From an optimization exercise on the open Yosys and OpenROAD flow, aimed at small area; shortcuts taken in it are not production practice.
The RTL was checked by simulation tests, not by an equivalence proof against the original design.

## north
Design Motor_Controller, start of the top module:
module Motor_Controller
#(
parameter
      CLK_FREQUENCY     = 8'd4,       
      PWM_PERIOD        = 16'd2016,   
      SPEED_CTRL_PERIOD = 16'd2       
)
(
    input in_rst_n,
    input in_clk,
    input in_module_en,
    input in_fwd_dir,
    input in_PID_passby,
    input in_phA,
    input in_phB,
    input [15:0] in_speed_set,
    output reg [15:0] out_cur_speed,
    input [15:0] in_kp_param,
    input [15:0] in_ki_param,
    input [15:0] in_pid_out_max,
    input [15:0] in_pid_out_min,
    input [31:0] in_pid_ui_limit,
    output reg out_reg_PWMdir,
    output out_w_PWM
);
make LEC_CHECK=0 CAP_MARGIN=20 CORE_MARGIN=2 CORE_UTILIZATION=40 SLEW_MARGIN=20 finish   # period 10.0 ns
run.sh (not shown) runs the stock make flow with config.mk's settings and CLKGATE_MAP_FILE= SYNTH_SCRIPT=/design/flow/synth_recipe.tcl, a recipe that flattens the netlist after the stock synthesis.
north: no failed stages, no open violations at the end
> inputs changed (north -> south)
# north
export LEC_CHECK = 0
export CAP_MARGIN = 20
export CORE_MARGIN = 2
export CORE_UTILIZATION = 40
export SLEW_MARGIN = 20
create_clock -name core_clock -period 10.0 [get_ports {in_clk}]
# south
export LEC_CHECK = 0
export ABC_AREA = 1
export CAP_MARGIN = 20
export CORE_MARGIN = 2
export CORE_UTILIZATION = 40
export SLEW_MARGIN = 20
create_clock -name core_clock -period 10.0 [get_ports {in_clk}]
==> comparison <==
Non-clock buffer instance count of the final layout: south > north
On proportion of synthesized chip area in sequential cells: south sits above north.
Between north and south, the flop and latch count out of synthesis figures differ only marginally.

========
nickel:
Another version of the RTL of Motor_Controller (not shown whole).
Size: about 1900 cells after synthesis, about 0.017 sq mm of cells after synthesis.
==> flow/config.mk <==
export PLATFORM = sky130hd
export DESIGN_NAME = Motor_Controller
export DESIGN_NICKNAME = Motor_Controller
export VERILOG_FILES = /design/flow/design.v
export SDC_FILE = /design/flow/constraint.sdc
export NUM_CORES = 4
export LEC_CHECK = 0
export CAP_MARGIN = 20
export CORE_MARGIN = 2
export CORE_UTILIZATION = 40
export CTS_BUF_LIST = sky130_fd_sc_hd__clkbuf_4 sky130_fd_sc_hd__clkbuf_8
export SLEW_MARGIN = 20
export SYNTH_HIERARCHICAL = 1
==> flow/constraint.sdc <==
create_clock -name core_clock -period 10.0 [get_ports {in_clk}]
set_input_delay 2.0000 -clock core_clock [delete_from_list [all_inputs] [get_ports {in_clk}]]
set_output_delay 2.0000 -clock core_clock [all_outputs]
set_load 0.01 [all_outputs]
standard.sh (not shown) runs the stock make flow with config.mk's settings and CLKGATE_MAP_FILE= SYNTH_SCRIPT=/design/flow/synth_recipe.tcl, a recipe that flattens the netlist after the stock synthesis.
==> flow/flow/run.sh <==
#!/bin/bash
# Own layout flow:
#  1. the standard synthesis (standard.sh synth);
#  2. flow/remap.py maps the combinational logic again with an area-oriented
#     ABC script (flip-flops, full/half adders and their names are kept);
#  3. flow/polopt.py removes inverters around full adders and picks gate
#     polarity twins;
#  4. the standard layout of that netlist, with the smallest port buffer.
set -euo pipefail
W=$(pwd)
R=$W/orfs/results/$FLOW_PLATFORM/Motor_Controller/base
LIB=$FLOW_HOME/platforms/$FLOW_PLATFORM/lib/sky130_fd_sc_hd__tt_025C_1v80.lib
YS=$(command -v yosys || echo $FLOW_HOME/../tools/install/yosys/bin/yosys)
bash standard.sh synth > $W/synth.log 2>&1
cp $R/1_2_yosys.v $W/1_2_yosys.std.v
python3 $W/flow/remap.py $YS $LIB $W/1_2_yosys.std.v $W/1_2_yosys.remap.v > $W/remap.log 2>&1
python3 $W/flow/polopt.py $W/1_2_yosys.remap.v $R/1_2_yosys.v $LIB > $W/polopt.log 2>&1
rm -f $R/1_synth.odb
bash standard.sh 'BUFFER_PORTS_ARGS=-buffer_cell sky130_fd_sc_hd__buf_1' finish > $W/layout.log 2>&1
==> flow/flow/remap.py <==
#!/usr/bin/env python3
"""Re-map the combinational logic of a mapped netlist with an area-oriented
ABC script. Flip-flops, full and half adders and tie cells stay as they are
(same instances and names); every other cell is read as its liberty function
and mapped again.

usage: remap.py yosys liberty in.v out.v"""
import sys, subprocess, os, re, tempfile
ys, lib, src, dst = sys.argv[1:5]
keep = set(re.findall(r'^\s*(sky130_fd_sc_hd__(?:fa|ha|df|edf|sdf|dl|conb)\w*)\s', open(src).read(), re.M))
d = tempfile.mkdtemp(prefix='remap')
abc = os.path.join(d, 'area.abc')
open(abc, 'w').write('strash\ndc2\ndch -f\nmap -a\nmfs2\nstrash\ndch -f\nmap -a\ntopo\ndnsize\n')
script = os.path.join(d, 'remap.ys')
open(script, 'w').write('''read_liberty -ignore_miss_func %s
read_verilog %s
hierarchy -top Motor_Controller
setattr -mod -set keep_hierarchy 1 %s
flatten
opt_clean
abc -liberty %s -script %s Motor_Controller
opt_clean -purge
select Motor_Controller
write_verilog -noattr -noexpr -nohex -nodec -selected %s
''' % (lib, src, ' '.join(sorted(keep)), lib, abc, dst))
r = subprocess.run([ys, '-q', '-l', dst + '.log', script], capture_output=True, text=True)
sys.exit(r.returncode)
Other scripts of this flow, unchanged in this note and not shown: flow/flow/polopt.py
Input-level comparison between indigo and nickel:
==> flow/flow/run.sh <==
#!/bin/bash
# Own layout flow: the standard synthesis, then a signal-polarity clean-up of
# the mapped netlist (flow/polopt.py: removes inverters around full adders and
# picks inverted/non-inverted gate twins), then the standard layout of that
# netlist, with the smallest buffer on the ports.
set -euo pipefail
W=$(pwd)
R=$W/orfs/results/$FLOW_PLATFORM/Motor_Controller/base
LIB=$FLOW_HOME/platforms/$FLOW_PLATFORM/lib/sky130_fd_sc_hd__tt_025C_1v80.lib
bash standard.sh synth > $W/synth.log 2>&1
cp $R/1_2_yosys.v $W/1_2_yosys.std.v
python3 $W/flow/polopt.py $W/1_2_yosys.std.v $R/1_2_yosys.v $LIB > $W/polopt.log 2>&1
rm -f $R/1_synth.odb
bash standard.sh 'BUFFER_PORTS_ARGS=-buffer_cell sky130_fd_sc_hd__buf_1' finish > $W/layout.log 2>&1
removed: flow/flow/remap.py
--- outcome ---
Compared with nickel, in indigo area of all sequential standard cells level, total via count after detailed routing lower.
The inputs of yarrow differ from those of indigo as listed below.
==> flow/flow/run.sh <==
#!/bin/bash
# Own layout flow:
#  1. the standard synthesis (standard.sh synth);
#  2. flow/remap.py maps the combinational logic again with an area-oriented
#     ABC script (flip-flops, full/half adders and their names are kept);
#  3. flow/polopt.py removes inverters around full adders and picks gate
#     polarity twins;
#  4. the standard layout of that netlist, with the smallest port buffer.
set -euo pipefail
W=$(pwd)
R=$W/orfs/results/$FLOW_PLATFORM/Motor_Controller/base
LIB=$FLOW_HOME/platforms/$FLOW_PLATFORM/lib/sky130_fd_sc_hd__tt_025C_1v80.lib
YS=$(command -v yosys || echo $FLOW_HOME/../tools/install/yosys/bin/yosys)
bash standard.sh synth > $W/synth.log 2>&1
cp $R/1_2_yosys.v $W/1_2_yosys.std.v
python3 $W/flow/remap.py $YS $LIB $W/1_2_yosys.std.v $W/1_2_yosys.remap.v > $W/remap.log 2>&1
python3 $W/flow/polopt.py $W/1_2_yosys.remap.v $R/1_2_yosys.v $LIB > $W/polopt.log 2>&1
rm -f $R/1_synth.odb
bash standard.sh 'BUFFER_PORTS_ARGS=-buffer_cell sky130_fd_sc_hd__buf_1' finish > $W/layout.log 2>&1
==> flow/flow/remap.py (new file) <==
#!/usr/bin/env python3
"""Re-map the combinational logic of a mapped netlist with an area-oriented
ABC script. Flip-flops, full and half adders and tie cells stay as they are
(same instances and names); every other cell is read as its liberty function
and mapped again.

usage: remap.py yosys liberty in.v out.v"""
import sys, subprocess, os, re, tempfile
ys, lib, src, dst = sys.argv[1:5]
keep = set(re.findall(r'^\s*(sky130_fd_sc_hd__(?:fa|ha|df|edf|sdf|dl|conb)\w*)\s', open(src).read(), re.M))
libcells = re.findall(r'cell \("(sky130_fd_sc_hd__\w+)"\)', open(lib).read())
dont = ' '.join('-dont_use ' + c for c in libcells if 'lpflow' in c or 'probe' in c)
d = tempfile.mkdtemp(prefix='remap')
abc = os.path.join(d, 'area.abc')
open(abc, 'w').write('strash\ndc2\ndch -f\nmap -a\nmfs2\nstrash\ndch -f\nmap -a\ntopo\ndnsize\n')
script = os.path.join(d, 'remap.ys')
open(script, 'w').write('''read_liberty -ignore_miss_func %s
read_verilog %s
hierarchy -top Motor_Controller
setattr -mod -set keep_hierarchy 1 %s
flatten
opt_clean
abc -liberty %s %s -script %s Motor_Controller
opt_clean -purge
select Motor_Controller
write_verilog -noattr -noexpr -nohex -nodec -selected %s
''' % (lib, src, ' '.join(sorted(keep)), lib, dont, abc, dst))
r = subprocess.run([ys, '-q', '-l', dst + '.log', script], capture_output=True, text=True)
sys.exit(r.returncode)
--- a/flow/config.mk
+++ b/flow/config.mk
@@ -6,8 +6,8 @@
 export NUM_CORES = 4
 export LEC_CHECK = 0
-export CAP_MARGIN = 20
+export CAP_MARGIN = 0
 export CORE_MARGIN = 2
 export CORE_UTILIZATION = 40
 export CTS_BUF_LIST = sky130_fd_sc_hd__clkbuf_4 sky130_fd_sc_hd__clkbuf_8
-export SLEW_MARGIN = 20
+export SLEW_MARGIN = 0
 export SYNTH_HIERARCHICAL = 1
Findings:
Changes observed in yarrow relative to indigo: total vias in the final route climbed 3.1%; number of global-route vias before repair shrank by about 1.6%; clock network area share climbed 0.82 points.
Inputs modified between yarrow and sierra:
--- a/flow/config.mk
+++ b/flow/config.mk
@@ -6,8 +6,9 @@
 export NUM_CORES = 4
 export LEC_CHECK = 0
-export CAP_MARGIN = 0
+export CAP_MARGIN = 20
 export CORE_MARGIN = 2
 export CORE_UTILIZATION = 40
 export CTS_BUF_LIST = sky130_fd_sc_hd__clkbuf_4 sky130_fd_sc_hd__clkbuf_8
-export SLEW_MARGIN = 0
+export GPL_TIMING_DRIVEN = 0
+export SLEW_MARGIN = 20
 export SYNTH_HIERARCHICAL = 1
## What came out
- Wire: sierra routes less than yarrow
- Going from yarrow to sierra, via count flat; die height flat; wire length of the first global-routing pass down 3.0%.
diff inputs: sierra => quartz
--- a/flow/config.mk
+++ b/flow/config.mk
@@ -10,5 +10,4 @@
 export CORE_UTILIZATION = 40
 export CTS_BUF_LIST = sky130_fd_sc_hd__clkbuf_4 sky130_fd_sc_hd__clkbuf_8
-export GPL_TIMING_DRIVEN = 0
 export SLEW_MARGIN = 20
 export SYNTH_HIERARCHICAL = 1
## What came out
- quartz finished end to end and its layout was clean on timing, DRC and antenna.
- Compare sierra and quartz | worst slack at placement higher: quartz
- quartz gives more wire length of the first global-routing pass than sierra did.
- quartz against sierra; total wire length after detailed routing is up slightly.
- Max freq sierra -> quartz: improved

========
Motor_Controller, a different RTL version from the one above (not shown whole).
For scale: about 1,900 cells after synthesis, about 0.017 sq mm of cells after synthesis.
==> flow/config.mk <==
export PLATFORM = sky130hd
export DESIGN_NAME = Motor_Controller
export DESIGN_NICKNAME = Motor_Controller
export VERILOG_FILES = /design/flow/design.v
export SDC_FILE = /design/flow/constraint.sdc
export NUM_CORES = 4
export LEC_CHECK = 0
export CAP_MARGIN = 20
export CORE_MARGIN = 2
export CORE_UTILIZATION = 60
export CTS_BUF_LIST = sky130_fd_sc_hd__clkbuf_4 sky130_fd_sc_hd__clkbuf_8
export PLACE_DENSITY = 0.7
export SLEW_MARGIN = 20
export SYNTH_HIERARCHICAL = 1
==> flow/constraint.sdc <==
create_clock -name core_clock -period 10.0 [get_ports {in_clk}]
set_input_delay 2.0000 -clock core_clock [delete_from_list [all_inputs] [get_ports {in_clk}]]
set_output_delay 2.0000 -clock core_clock [all_outputs]
set_load 0.01 [all_outputs]
==> flow/flow/run.sh <==
#!/bin/bash
# Own layout flow:
#  1. the standard synthesis (standard.sh synth);
#  2. flow/remap.py maps the combinational logic again with an area-oriented
#     ABC script (flip-flops, full/half adders and their names are kept);
#  3. flow/polopt.py removes inverters around full adders and picks gate
#     polarity twins;
#  4. the standard layout of that netlist, with the smallest port buffer.
set -euo pipefail
W=$(pwd)
R=$W/orfs/results/$FLOW_PLATFORM/Motor_Controller/base
LIB=$FLOW_HOME/platforms/$FLOW_PLATFORM/lib/sky130_fd_sc_hd__tt_025C_1v80.lib
YS=$(command -v yosys || echo $FLOW_HOME/../tools/install/yosys/bin/yosys)
bash standard.sh synth > $W/synth.log 2>&1
cp $R/1_2_yosys.v $W/1_2_yosys.std.v
python3 $W/flow/remap.py $YS $LIB $W/1_2_yosys.std.v $W/1_2_yosys.remap.v > $W/remap.log 2>&1
python3 $W/flow/polopt.py $W/1_2_yosys.remap.v $R/1_2_yosys.v $LIB > $W/polopt.log 2>&1
rm -f $R/1_synth.odb
bash standard.sh 'BUFFER_PORTS_ARGS=-buffer_cell sky130_fd_sc_hd__buf_1' finish > $W/layout.log 2>&1
Other scripts of this flow, unchanged in this note and not shown: flow/flow/polopt.py, flow/flow/remap.py
==> next run, changes <==
- CORE_UTILIZATION: 60 -> 40
- PLACE_DENSITY: 0.7 -> default
What happened: Area after synthesis is unchanged; final area is higher by about 1.7%; via count is lower by 1.3%; setup slack improved by 0.012 ns; die area went up by 49%.

========
Motor_Controller again, from the RTL that the note above started with.
clock: 10.0 ns
lec_check: 0
cap_margin: 20
core_margin: 2
core_utilization: 75
cts_buf_list: sky130_fd_sc_hd__clkbuf_4 sky130_fd_sc_hd__clkbuf_8
place_density: 0.85
slew_margin: 20
synth_hierarchical: 1
==> flow/flow/run.sh <==
#!/bin/bash
# Own layout flow:
#  1. the standard synthesis (standard.sh synth);
#  2. flow/choose.py: the standard netlist and versions of it whose
#     combinational logic flow/remap.py mapped again with area-oriented ABC
#     scripts (flip-flops, full/half adders and all register names kept) each go
#     through flow/polopt.py (inverter clean-up around full adders, gate
#     polarity twins); the smallest is kept, with a few more rounds of both
#     while they help;
#  3. the standard layout of that netlist, with the smallest port buffer.
set -euo pipefail
W=$(pwd)
R=$W/orfs/results/$FLOW_PLATFORM/Motor_Controller/base
LIB=$FLOW_HOME/platforms/$FLOW_PLATFORM/lib/sky130_fd_sc_hd__tt_025C_1v80.lib
export YOSYS=$(command -v yosys || echo $FLOW_HOME/../tools/install/yosys/bin/yosys)
bash standard.sh synth > $W/synth.log 2>&1
cp $R/1_2_yosys.v $W/1_2_yosys.std.v
python3 $W/flow/choose.py $LIB $R/1_2_yosys.v $W/1_2_yosys.std.v > $W/choose.log 2>&1
rm -f $R/1_synth.odb
bash standard.sh 'BUFFER_PORTS_ARGS=-buffer_cell sky130_fd_sc_hd__buf_1' finish > $W/layout.log 2>&1
Other scripts of this flow, unchanged in this note and not shown: flow/flow/choose.py, flow/flow/polopt.py, flow/flow/remap.py
The baseline finished clean.
Edit:
--- a/flow/config.mk
+++ b/flow/config.mk
@@ -10,3 +10,5 @@
-export CORE_UTILIZATION = 75
-export CTS_BUF_LIST = sky130_fd_sc_hd__clkbuf_4 sky130_fd_sc_hd__clkbuf_8
-export PLACE_DENSITY = 0.85
+export CORE_UTILIZATION = 60
+export CTS_BUF_LIST = sky130_fd_sc_hd__clkbuf_8
+export CTS_CLUSTER_DIAMETER = 80
+export CTS_CLUSTER_SIZE = 30
+export PLACE_DENSITY = 0.7
Result:
- The new run finished with timing, DRC and antenna clean
- maximum frequency increases slightly
- die area is higher by a quarter to a third
- setup slack improves by 0.15 ns
- synthesized area does not change
- routed wire length shrinks slightly

re-timing with driven ports:
No port has a modelled driver above. Below, the same layouts with a new extraction and two added sets of constraints.
Step 1 (the two cells are an assumption about what drives the block):
set clk [get_ports {in_clk}]
set_driving_cell -lib_cell sky130_fd_sc_hd__clkbuf_16 $clk
set_driving_cell -lib_cell sky130_fd_sc_hd__buf_2 [delete_from_list [all_inputs] $clk]
Step 2 moves the port delays by t, midway between the first and last clock arrival at a register: inputs arrive t later, outputs are due t later. That takes back most of the time a late clock gives input paths.
Three values: ideal, step 1, step 2; two values: the first two.
| run | t (ns) | setup WS [ns] | hold slack, ns |
|---|---|---|---|
| north | 0.530 | 0.315 / 0.349 / -0.182 | 0.369 / 0.369 / 0.369 |
| south | 0.538 | 0.644 / 0.677 / 0.138 | 0.371 / 0.371 / 0.371 |
| nickel | 0.508 | 0.447 / 0.471 / -0.038 | 0.378 / 0.378 / 0.378 |
| indigo | 0.531 | 0.319 / 0.319 / -0.107 | 0.369 / 0.369 / 0.369 |
| yarrow | 0.508 | 0.444 / 0.444 / 0.060 | 0.367 / 0.367 / 0.367 |
| sierra | 0.550 | 0.371 / 0.310 / -0.240 | 0.376 / 0.376 / 0.376 |
| quartz | 0.514 | 0.415 / 0.415 / 0.047 | 0.365 / 0.365 / 0.365 |
| the first run of note 3 | 0.527 | 0.401 / 0.401 / -0.054 | 0.374 / 0.374 / 0.374 |
| the second run of note 3 | 0.569 | 0.414 / 0.443 / -0.125 | 0.367 / 0.367 / 0.367 |
| the first run of note 4 | 0.527 | 0.313 / 0.313 / -0.123 | 0.371 / 0.371 / 0.371 |
| the second run of note 4 | 0.514 | 0.460 / 0.485 / -0.029 | 0.368 / 0.368 / 0.368 |
With both steps, setup timing fails in 8 of these runs, where it was met with ideal ports. For sierra, which loses most, drivers alone change the setup slack by -0.061 ns; drivers and shift together by -0.611 ns.
